Source: an optimization exercise on an open RTL-to-GDS flow (aim: small area). Production flows keep margins and buffers that such runs may drop.
Function was checked by simulation only, so behaviour that the tests miss may differ from the original.
Power figures rest on the tool's default switching activity, not on a simulated workload.

## xenon
## rampgen
module rampgen
  ( frequency,
    amplitude,
    M_AXIS_ACLK,
    M_AXIS_ARESETN,
    M_AXIS_TREADY,
    M_AXIS_TDATA,
    M_AXIS_TSTRB,
    M_AXIS_TLAST,
    M_AXIS_TVALID
  );
Size in the first run: roughly 480 flip-flops, roughly 360 I/O pins, ~0.047 sq mm of cells after synthesis.
Settings: LEC_CHECK=0, CAP_MARGIN=20, CORE_MARGIN=2, CORE_UTILIZATION=60, CTS_BUF_LIST=sky130_fd_sc_hd__clkbuf_4 sky130_fd_sc_hd__clkbuf_8, SLEW_MARGIN=20; clock period 10.0 ns.
run.sh (not shown) runs the stock make flow with config.mk's settings and CLKGATE_MAP_FILE= SYNTH_SCRIPT=/design/flow/synth_recipe.tcl, a recipe that flattens the netlist after the stock synthesis.
Input changes introduced in sierra (baseline for comparison: xenon):
- a deleted CTS_BUF_LIST that had been sky130_fd_sc_hd__clkbuf_4 sky130_fd_sc_hd__clkbuf_8
- a change of CORE_UTILIZATION from 60 to 40
[summary]
Going from xenon to sierra, worst-case setup margin in the final layout up 0.070 ns, leakage power flat, worst reg-to-reg setup slack up 0.08 ns, cell area after layout up 1.7%. Number of standard cells in the final layout excluding fillers: xenon and sierra compared, higher one is sierra. ~same total number of clock tree sinks in xenon and sierra. On total global routing track utilization: sierra sits below xenon. sierra vs. xenon: net switching fraction of the power now sits lower; clock power rose by about 7%; cell-internal power went up. Cmp sierra vs xenon: overall power consumption higher in sierra.

* * *

## trial 4
Another version of the RTL of rampgen (not shown whole).
For scale: roughly 4,600 cells after synthesis, roughly 500 flip-flops, ~360 I/O pins.
make LEC_CHECK=0 CAP_MARGIN=20 CORE_MARGIN=2 CORE_UTILIZATION=40 SLEW_MARGIN=20 finish   # period 10.0 ns
Trial 4: no failed stages, no open violations at the end
Relative to trial 4, the following input files were edited for trial 59:
==> flow/flow/run.sh (new file) <==
#!/bin/bash
# Own layout flow: the standard flow (standard synthesis unchanged), with
# plain minimum-size buffers on the ports and a clock tree without dummy loads.
set -euo pipefail
export BUFFER_PORTS_ARGS="-buffer_cell sky130_fd_sc_hd__buf_1"
export CTS_ARGS="-sink_clustering_enable -repair_clock_nets -dont_use_dummy_load"
bash standard.sh > standard_flow.log 2>&1
==> flow/standard.sh (new file) <==
#!/bin/bash
# synth_recipe.tcl (not shown) runs the flow's synth.tcl, then flattens the netlist and writes it again
# the make line also repeats each setting of config.mk as NAME=value (left out here)
make -C /OpenROAD-flow-scripts/flow DESIGN_CONFIG=/design/flow/config.mk WORK_HOME=/design/flow/orfs CLKGATE_MAP_FILE= SYNTH_SCRIPT=/design/flow/synth_recipe.tcl "${@:-finish}"
removed: flow/run.sh
[summary]
In summary, trial 59 completed successfully, with a layout that passed the timing, DRC and antenna checks.
Comparing trial 59 and trial 4, the lower count of clock-buffer cells in the layout is on trial 59.
Re part of the power in registers: trial 4 was lower than trial 59.
Core utilization: trial 59 lower than trial 4
Against trial 4, the final cell area of trial 59 is lower.
In the metrics for trial 59 and trial 4, the one carrying the higher amount of wire on met2 after detailed routing is trial 4.
Maximum frequency: trial 4 vs trial 59 — no meaningful difference
Origin of the worst setup path = st[1].h[0]: trial 4; origin of the worst setup path = p1[0]: trial 59
Between trial 59 and trial 4, non-clock buffer count is higher for trial 4, trial 59 comes in under that.
Compared with trial 4, trial 59 shows worst slew margin relative to its limit higher by 6.4 points.
Looking at final critical-path share of the clock period, trial 59 sits 0.19 points lower than trial 4 does.
On average size of a mapped cell, trial 59 and trial 4 are basically level.

* * *

Another version of the RTL of rampgen (not shown whole).
For scale: about 4,500 cells after synthesis, ~360 I/O pins, about 0.042 mm2 of cells after synthesis.
clock: 10.0 ns
lec_check: 0
cap_margin: 20
core_margin: 2
core_utilization: 60
cts_buf_list: sky130_fd_sc_hd__clkbuf_4 sky130_fd_sc_hd__clkbuf_8
slew_margin: 20
standard.sh (not shown) runs the stock make flow with config.mk's settings and CLKGATE_MAP_FILE= SYNTH_SCRIPT=/design/flow/synth_recipe.tcl, a recipe that flattens the netlist after the stock synthesis.
==> flow/flow/run.sh <==
#!/bin/bash
# Own layout flow: the standard flow (standard synthesis unchanged), with
# plain minimum-size buffers on the ports and a clock tree without dummy loads.
set -euo pipefail
export BUFFER_PORTS_ARGS="-buffer_cell sky130_fd_sc_hd__buf_1"
export CTS_ARGS="-sink_clustering_enable -repair_clock_nets -dont_use_dummy_load -buf_list {sky130_fd_sc_hd__clkbuf_4 sky130_fd_sc_hd__clkbuf_8} -sink_clustering_size 30"
bash standard.sh > standard_flow.log 2>&1
Next try:
--- a/flow/flow/run.sh
+++ b/flow/flow/run.sh
@@ -6 +6 @@
-export CTS_ARGS="-sink_clustering_enable -repair_clock_nets -dont_use_dummy_load -buf_list {sky130_fd_sc_hd__clkbuf_4 sky130_fd_sc_hd__clkbuf_8} -sink_clustering_size 30"
+export CTS_ARGS="-sink_clustering_enable -repair_clock_nets -dont_use_dummy_load -buf_list {sky130_fd_sc_hd__clkbuf_16} -sink_clustering_size 40 -sink_clustering_max_diameter 60"
Non-clock buffer count grows by 10.
Critical path depth came out lower by 2.
Clock skew stays flat.
Final cell count came out lower slightly.
Clock-buffer cell count went down by 36.
Next try:
--- a/flow/flow/run.sh
+++ b/flow/flow/run.sh
@@ -6 +6 @@
-export CTS_ARGS="-sink_clustering_enable -repair_clock_nets -dont_use_dummy_load -buf_list {sky130_fd_sc_hd__clkbuf_16} -sink_clustering_size 40 -sink_clustering_max_diameter 60"
+export CTS_ARGS="-sink_clustering_enable -repair_clock_nets -dont_use_dummy_load -buf_list {sky130_fd_sc_hd__clkbuf_4 sky130_fd_sc_hd__clkbuf_8}"
ABC_AREA = 1   (was unset)
=> Wire length climbs by 8.1%. Maximum frequency barely changes. Cell area barely changes. Worst setup slack is better by 14 ps. Flip-flop and latch count stays the same. Clock-buffer cell count rises by 32. Area after synthesis stays flat. Power goes down by about 3%. Die area hardly moves. Clock skew decreases by 14 ps.

[afterwards: timing with drivers on the ports]
The results above use ideal ports. As a check the final layouts listed here were re-extracted and re-timed, cells and wires unchanged. Step 1, drivers: a clkbuf_16 drives M_AXIS_ACLK and a buf_2 each remaining input, both assumed. Step 2 moves the port delays by t, midway between the first and last clock arrival at a register: inputs arrive t later, outputs are due t later. That takes back most of the time a late clock gives input paths. Three values: ideal ports, drivers, drivers and shift; two values: the first two.
run	t, ns	setup WS [ns]	hold WS [ns]	latest minus earliest clock arrival (ns)	cell pins on the clock port's net
xenon	0.775	0.149 / 0.083 / 0.489	0.475 / 0.475 / 0.475	0.063 / 0.062	1
sierra	0.712	0.219 / 0.153 / 0.570	0.477 / 0.477 / 0.477	0.049 / 0.049	1
trial 4	0.691	0.135 / 0.068 / 0.494	0.475 / 0.475 / 0.475	0.025 / 0.025	1
trial 59	0.674	0.153 / 0.089 / 0.352	0.468 / 0.468 / 0.468	0.071 / 0.070	1
the first run of note 3	0.730	0.117 / 0.049 / 0.580	0.462 / 0.462 / 0.462	0.105 / 0.105	1
the second run of note 3	0.672	0.106 / 0.035 / 0.707	0.481 / 0.481 / 0.481	0.105 / 0.106	1
the third run of note 3	0.734	0.120 / 0.053 / 0.555	0.485 / 0.485 / 0.485	0.091 / 0.092	1
After both steps setup and hold are still met in every run listed.
